Context: an optimization exercise on an open-source flow, tuned for a short achievable clock period and few clock cycles. The choices shown serve that exercise and are no tape-out recipe.
Only the layout flow was run in this run; the RTL was not checked for function there.

`flow/design.v`:
```
module proc_core (clk, resetn, sw, mem_rdata, mem_addr, mem_wdata, mem_we,
                  led, hex0, hex1, hex2, hex3, hex4, hex5, hex6);
	input clk, resetn;
	input [15:0] sw;
	input [15:0] mem_rdata;
	output [11:0] mem_addr;
	output [15:0] mem_wdata;
	output mem_we;
	output reg [15:0] led;
	output reg [6:0] hex0, hex1, hex2, hex3, hex4, hex5, hex6;
	localparam K_NONE = 2'd0, K_FETCH = 2'd1, K_DATA = 2'd2;
	reg [11:0] ma;
	reg mwe;
	reg [15:0] mwd;
	reg [1:0] rq_k, ar_k;
	reg rq_ep, ar_ep;
	assign mem_addr = ma;
	assign mem_we = mwe;
	assign mem_wdata = mwd;
	reg ep;                  
	reg [15:0] fp;           
	reg [15:0] q0, q1, q2, q3;
	reg [2:0] cnt;           
	reg [15:0] epc;          
	reg ldw;                 
	reg jg;                  
	reg [2:0] dx;            
	reg [15:0] R0, R1, R2, R3, R4, R5, R6;
	reg [15:0] G;
	wire [15:0] pc = epc + 16'd1;
	wire acc_in = (ar_k == K_FETCH) & (ar_ep == ep);
	wire [15:0] w = q0;
	wire [2:0] op = w[15:13];
	wire [2:0] X = w[12:10];
	wire [2:0] Y = w[9:7];
	reg [15:0] RX, RY;
	always @(*) begin
		case (X)
			3'd0: RX = R0; 3'd1: RX = R1; 3'd2: RX = R2; 3'd3: RX = R3;
			3'd4: RX = R4; 3'd5: RX = R5; 3'd6: RX = R6; default: RX = pc;
		endcase
		case (Y)
			3'd0: RY = R0; 3'd1: RY = R1; 3'd2: RY = R2; 3'd3: RY = R3;
			3'd4: RY = R4; 3'd5: RY = R5; 3'd6: RY = R6; default: RY = pc;
		endcase
	end
	wire gnz = (G != 16'd0);
	wire x7 = (X == 3'd7);
	wire e_ok = (cnt != 3'd0) & ~ldw & ~jg;
	wire have_imm = (cnt >= 3'd2) | acc_in;
	wire [15:0] immv = (cnt >= 3'd2) ? q1 : mem_rdata;
	wire i_mv   = e_ok & ((op == 3'd0) | ((op == 3'd6) & gnz));
	wire i_mvi  = e_ok & (op == 3'd1) & have_imm;
	wire i_alu  = e_ok & ((op == 3'd2) | (op == 3'd3));
	wire i_ld   = e_ok & (op == 3'd4);
	wire i_st   = e_ok & (op == 3'd5);
	wire [3:0] ry_reg = RY[15:12];
	wire ld_sw  = i_ld & (ry_reg == 4'h4);
	wire ld_mem = i_ld & (ry_reg != 4'h4);
	wire st_mem = i_st & (ry_reg == 4'h0);
	wire st_led = i_st & (ry_reg == 4'h1);
	wire st_hex = i_st & (ry_reg == 4'h2);
	wire [15:0] alu = op[0] ? (RX - RY) : (RX + RY);
	wire stall = ~e_ok | ((op == 3'd1) & ~have_imm);
	wire [1:0] ncons = stall ? 2'd0 : (op == 3'd1) ? 2'd2 : 2'd1;
	wire ld_arr = ldw & (ar_k == K_DATA);
	wire rd_ry  = i_mv & x7;
	wire rd_imm = i_mvi & x7;
	wire rd_sw  = ld_sw & x7;
	wire rd_ld  = ld_arr & (dx == 3'd7);
	wire redirect = rd_ry | rd_imm | rd_sw | rd_ld | jg;
	wire [15:0] tgt = rd_ry ? RY : rd_imm ? immv : rd_sw ? sw : rd_ld ? mem_rdata : G;
	wire [2:0] total = cnt + {2'd0, acc_in};
	reg [15:0] nq [0:3];
	integer i;
	always @(*) begin
		for (i = 0; i < 4; i = i + 1) begin
			case (i + ncons)
				0: nq[i] = (cnt > 3'd0) ? q0 : mem_rdata;
				1: nq[i] = (cnt > 3'd1) ? q1 : mem_rdata;
				2: nq[i] = (cnt > 3'd2) ? q2 : mem_rdata;
				3: nq[i] = (cnt > 3'd3) ? q3 : mem_rdata;
				default: nq[i] = mem_rdata;
			endcase
		end
	end
	wire inflight = (rq_k == K_FETCH) & (rq_ep == ep);
	wire f_ok = (total + {2'd0, inflight}) < 3'd4;
	always @(posedge clk) begin
		if (~resetn) begin
			ma <= 12'd0;
			mwe <= 1'b0;
			rq_k <= K_FETCH;
			rq_ep <= 1'b0;
			ar_k <= K_NONE;
			ar_ep <= 1'b0;
			ep <= 1'b0;
			fp <= 16'd1;
			cnt <= 3'd0;
			epc <= 16'd0;
			ldw <= 1'b0;
			jg <= 1'b0;
		end else begin
			ar_k <= rq_k;
			ar_ep <= rq_ep;
			jg <= i_alu & x7;
			if (ld_mem)
				ldw <= 1'b1;
			else if (ld_arr)
				ldw <= 1'b0;
			if (redirect) begin
				ep <= ~ep;
				cnt <= 3'd0;
				epc <= tgt;
				fp <= tgt + 16'd1;
				ma <= tgt[11:0];
				mwe <= 1'b0;
				rq_k <= K_FETCH;
				rq_ep <= ~ep;
			end else begin
				cnt <= total - {1'b0, ncons};
				epc <= epc + {14'd0, ncons};
				if (ld_mem | st_mem) begin
					ma <= RY[11:0];
					mwe <= st_mem;
					rq_k <= st_mem ? K_NONE : K_DATA;
				end else if (f_ok) begin
					ma <= fp[11:0];
					mwe <= 1'b0;
					rq_k <= K_FETCH;
					rq_ep <= ep;
					fp <= fp + 16'd1;
				end else begin
					mwe <= 1'b0;
					rq_k <= K_NONE;
				end
			end
		end
	end
	always @(posedge clk) begin
		q0 <= nq[0];
		q1 <= nq[1];
		q2 <= nq[2];
		q3 <= nq[3];
		if (st_mem)
			mwd <= RX;
		if (ld_mem)
			dx <= X;
		if (i_alu)
			G <= alu;
	end
	wire wr_e = (i_mv | i_mvi | i_alu | ld_sw) & ~x7;
	wire [15:0] wd_e = i_alu ? alu : ld_sw ? sw : i_mvi ? immv : RY;
	wire wr_l = ld_arr & (dx != 3'd7);
	always @(posedge clk) begin
		if (wr_e) begin
			case (X)
				3'd0: R0 <= wd_e; 3'd1: R1 <= wd_e; 3'd2: R2 <= wd_e; 3'd3: R3 <= wd_e;
				3'd4: R4 <= wd_e; 3'd5: R5 <= wd_e; 3'd6: R6 <= wd_e; default: ;
			endcase
		end
		if (wr_l) begin
			case (dx)
				3'd0: R0 <= mem_rdata; 3'd1: R1 <= mem_rdata; 3'd2: R2 <= mem_rdata; 3'd3: R3 <= mem_rdata;
				3'd4: R4 <= mem_rdata; 3'd5: R5 <= mem_rdata; 3'd6: R6 <= mem_rdata; default: ;
			endcase
		end
	end
	always @(posedge clk) begin
		if (~resetn) begin
			led <= 16'd0;
			hex0 <= 7'd0; hex1 <= 7'd0; hex2 <= 7'd0; hex3 <= 7'd0;
			hex4 <= 7'd0; hex5 <= 7'd0; hex6 <= 7'd0;
		end else begin
			if (st_led)
				led <= RX;
			if (st_hex) begin
				case (RY[2:0])
					3'd0: hex0 <= RX[6:0]; 3'd1: hex1 <= RX[6:0]; 3'd2: hex2 <= RX[6:0];
					3'd3: hex3 <= RX[6:0]; 3'd4: hex4 <= RX[6:0]; 3'd5: hex5 <= RX[6:0];
					3'd6: hex6 <= RX[6:0]; default: ;
				endcase
			end
		end
	end
endmodule
module simple_proc (clk, resetn, sw, mem_rdata, mem_addr, mem_wdata, mem_we,
                    led, hex0, hex1, hex2, hex3, hex4, hex5, hex6);
	input clk, resetn;
	input [15:0] sw;
	input [15:0] mem_rdata;
	output [11:0] mem_addr;
	output [15:0] mem_wdata;
	output mem_we;
	output [15:0] led;
	output [6:0] hex0, hex1, hex2, hex3, hex4, hex5, hex6;
	proc_core core (.clk(clk), .resetn(resetn), .sw(sw), .mem_rdata(mem_rdata),
	                .mem_addr(mem_addr), .mem_wdata(mem_wdata), .mem_we(mem_we),
	                .led(led), .hex0(hex0), .hex1(hex1), .hex2(hex2), .hex3(hex3),
	                .hex4(hex4), .hex5(hex5), .hex6(hex6));
endmodule
```
`flow/run.sh`:
```
#!/bin/bash
# synth_recipe.tcl (not shown) runs the flow's synth.tcl, then flattens the netlist and writes it again
# the make line also repeats each setting of config.mk as NAME=value (left out here)
make -C /OpenROAD-flow-scripts/flow DESIGN_CONFIG=/design/flow/config.mk WORK_HOME=/design/flow/orfs CLKGATE_MAP_FILE= SYNTH_SCRIPT=/design/flow/synth_recipe.tcl finish
```
`flow/config.mk`:
```
export PLATFORM = sky130hd
export DESIGN_NAME = simple_proc
export DESIGN_NICKNAME = simple_proc
export VERILOG_FILES = /design/flow/design.v
export SDC_FILE = /design/flow/constraint.sdc
export NUM_CORES = 4
export LEC_CHECK = 0
export ABC_CLOCK_PERIOD_IN_PS = 2500
export CAP_MARGIN = 20
export CORE_MARGIN = 2
export CORE_UTILIZATION = 40
export SETUP_SLACK_MARGIN = 3.8
export SLEW_MARGIN = 20
```
`flow/constraint.sdc`:
```
create_clock -name core_clock -period 6.3 [get_ports {clk}]
set_input_delay 1.2600 -clock core_clock [delete_from_list [all_inputs] [get_ports {clk}]]
set_output_delay 1.2600 -clock core_clock [all_outputs]
set_load 0.01 [all_outputs]
```
==> summary.txt <==
## metrics by stage
step           cell area [um^2]  worst slack, ns
3_3_place_gp              21330           0.7554
3_5_place_dp              21360           0.6382
5_1_grt                   26660            1.401
2_1_floorplan             19880            1.759
4_1_cts                   25720            1.600
6_report                  26660            1.500
## final timing paths
check,from,to,slack (ns)
min reg2reg,core.hex0[4],core.hex0[4],0.46
max reg2reg,core.q0[8],core.R5[12],1.50
min,core.hex0[4],core.hex0[4],0.46
max,core.q0[8],core.R5[12],1.50
## worst max-delay path: stages, from the launching register on
cell	delay [ns]
dfxtp_4	0.38
buf_6	0.14
buf_4	0.13
nor2b_2	0.41
a22oi_1	0.18
nor2_1	0.22
o32ai_4	0.12
buf_6	0.19
ha_4	0.26
mux2i_1	0.06
ha_1	0.33
nor2b_1	0.15
o21ai_1	0.20
a21boi_1	0.12
o21a_1	0.20
o21a_1	0.19
o21a_1	0.21
or3_4	0.39
a21oi_4	0.15
xnor2_2	0.12
mux2_4	0.35
a21o_1	0.17
## cells in the mapped netlist, types with 22 or more instances
cell,number
a221oi_1,24
ha_1,30
mux2_2,68
mux2i_1,154
a211oi_1,32
a22oi_1,33
nand3_1,56
xnor2_1,40
nand2_1,277
nor2b_1,60
a31oi_1,62
inv_1,34
a21boi_0,22
a21oi_1,126
nor2_1,230
o21ai_0,142
nor3_1,22
o22ai_1,54
edfxtp_1,35
clkbuf_1,152
dfxtp_1,287
## routing by layer
layer / track usage (%) / wire, um / vias up
li1: - / - / 8734
met1: 42.02 / 31930 / 9523
met2: 47.10 / 33830 / 1408
met3: 7.904 / 9660 / 364
met4: 19.66 / 5518 / 2
met5: 0 / 11 / -
## layout make-up
type | count | area, um^2 | area share (%)
multi-input combinational | 1716 | 13340 | 50.05
sequential | 322 | 6848 | 25.69
timing repair buffer | 425 | 4339 | 16.28
clock buffer | 55 | 1127 | 4.229
tap | 607 | 759.5 | 2.849
inverter | 36 | 160.2 | 0.6008
clock inverter | 10 | 80.08 | 0.3004
## flip-flops by register name, indices dropped and copies added, names as in the netlist, 9 cells and up
name / flops
core.R3: 16
core.q0: 9
core.G: 16
core.R4: 16
core.R5: 16
core.R0: 16
core.R6: 16
core.mwd: 16
core.R2: 16
core.ma: 12
core.q3: 16
core.q1: 16
core.fp: 12
core.led: 16
core.q2: 16
core.R1: 16
core.epc: 16
## cell families (layout without fill, tap and decap cells)
kind of cell	after synthesis	after routing	synth area share (%)
XOR/XNOR	58	58	2.713
flip-flops	322	322	36.30
AND/OR/NAND/NOR	757	767	18.64
AO/OA/AOI/OAI	621	621	21.28
multiplexers	237	237	14.13
buffers and inverters	218	526	4.611
adder cells (fa/ha/maj)	33	33	2.326
## repair_timing
| action | in CTS | in global routing |
|---|---|---|
| setup buffers | 181 | 45 |
| resized for setup | 434 | 155 |
| pin swaps | 127 | 112 |
| endpoints found under the setup margin | 370 | 313 |
| cloned | 19 | 2 |
| hold buffers | 0 | 0 |
==> summary.txt <==
* Status: finished clean
* Pre-Repair DR Iteration Count at 10
* Detail Route Antenna Nets at 0
* Die area at 48550 um^2
* Most frequent cells in the layout: 266 x dfxtp_1, 234 x nand2_1, 191 x nor2_1
* Reg2reg path depth at 21
* Clock latency (worst-skew pair) at 0.57 ns
* Fmax at 208.3 MHz
* Io pins at 128
* Netlist Area Pre-Place at 18720 um^2
* Placed Instances at 2859
* Clock root buffer master: clkbuf_16
* Period minus WS final at 4.800 ns
* Layout Cells excl Fill at 3171
* Worst-path clk slew at 0.06 ns
* Routed WL at 80940 um
* WP data required at 6.74 ns
* H-tree lvl count at 2
* Fill cells at 3857
* GPL Wtd Cong at 1.002
* Buffers on Ports at 127
* Final nets at 2605
* Core Footprint at 46360 um^2
* Slew HR at 25.47%
* Syn Area/Cell at 8.336 um^2
* Via density at 6.317
* CP Capture Type: register
* Synth top area cells: dfxtp_1 31%, mux2i_1 8.2%, edfxtp_1 5.6%, nand2_1 5.6%, nor2_1 4.6%
* Global-route wire length before repair at 117300 um
* Crit path kind: register to register
* Post-Syn Instances at 2246
* Num CTS Buffers at 37
* DR vias at 20031
* 1st-iter DRT viols at 2295
* Grt ovf at 0
* Fin util at 57.50%
* TritonCTS clock tree: yes
* Area Growth Syn to Fin at 42.37%
* Synth cell types at 85
* DRC viols at 0
* Hold path cells at 2
* Row cnt at 79
* #FFs+latches synth at 322
* Unrepaired setup endpoints after global routing: yes
* Layout cells sized above 1 at 31.51%
* Clock Skews at 0.02683 ns
* Top FF cell, synth: dfxtp_1
* Crit start category: register
* Die X at 220.4 um
* Detailed placement HPWL at 50990 um
* Crit Path Max Fanout at 7
* Die height at 220.4 um
* Clk sinks at 322
* Gr usage total at 31.97%
* Post-synth EDFFs at 35
* Largest net degree at the start of global routing at 90
* ANT cells at 0
* Pins Over Slew Limit at 0
* Total of max-cap violations at 0
* Commonest non-fill, non-tap cell in the layout: dfxtp_1
* Aggregate negative setup slack at 0 ns
* Synthesized net count at 2313
* Number of global-route vias before repair at 18899
* Initial antenna violation count at 1
* Tcrit/Tclk final at 76.20%
* WHS at 0.4604 ns
* Worst slew pin tran at 1.118 ns
* Async SR Flop Fraction at 0%
* Post-detailed-route wirelength per cell at 25.53 um
* Synth top area share at 30.69%
* # setup viols final at 0
* Sequential fraction of the synthesis area at 36.30%
* Crit path DAT at 5.24 ns
* Final Hold Vio Count at 0
* Synth area leader: dfxtp_1
* Worst-case clock buffer depth at 3
* Worst hold path type: register to register
* Starting Density at 40.39%
* Yosys synthesis warning count at 2

==> re-timing with driven ports <==
How much do the figures lean on ideal ports? The routed layout below was timed once more, with nothing changed but the port constraints. Step 1: set_driving_cell puts a clkbuf_16 on clk and a buf_2 on each other input, an assumption about the parent block. Step 2 adds t to the input delays and takes it off the output delays; t is the mean of the earliest and latest rising clock arrival at the registers after step 1. Input paths then give back, and output paths get back, about the clock's delay inside the block. a / b / c = no drivers / after step 1 / after step 2; a / b = the first two.
shift t [ns]: 0.615
slack for setup (ns): 1.500 / 1.500 / 1.500
worst setup path after step 2: register to register
worst slew at a driven data input, ns: 0.05
After both steps this run still meets setup and hold. The setup slack of this run moves by 0.000 ns with the drivers and by 0.000 ns with both steps.
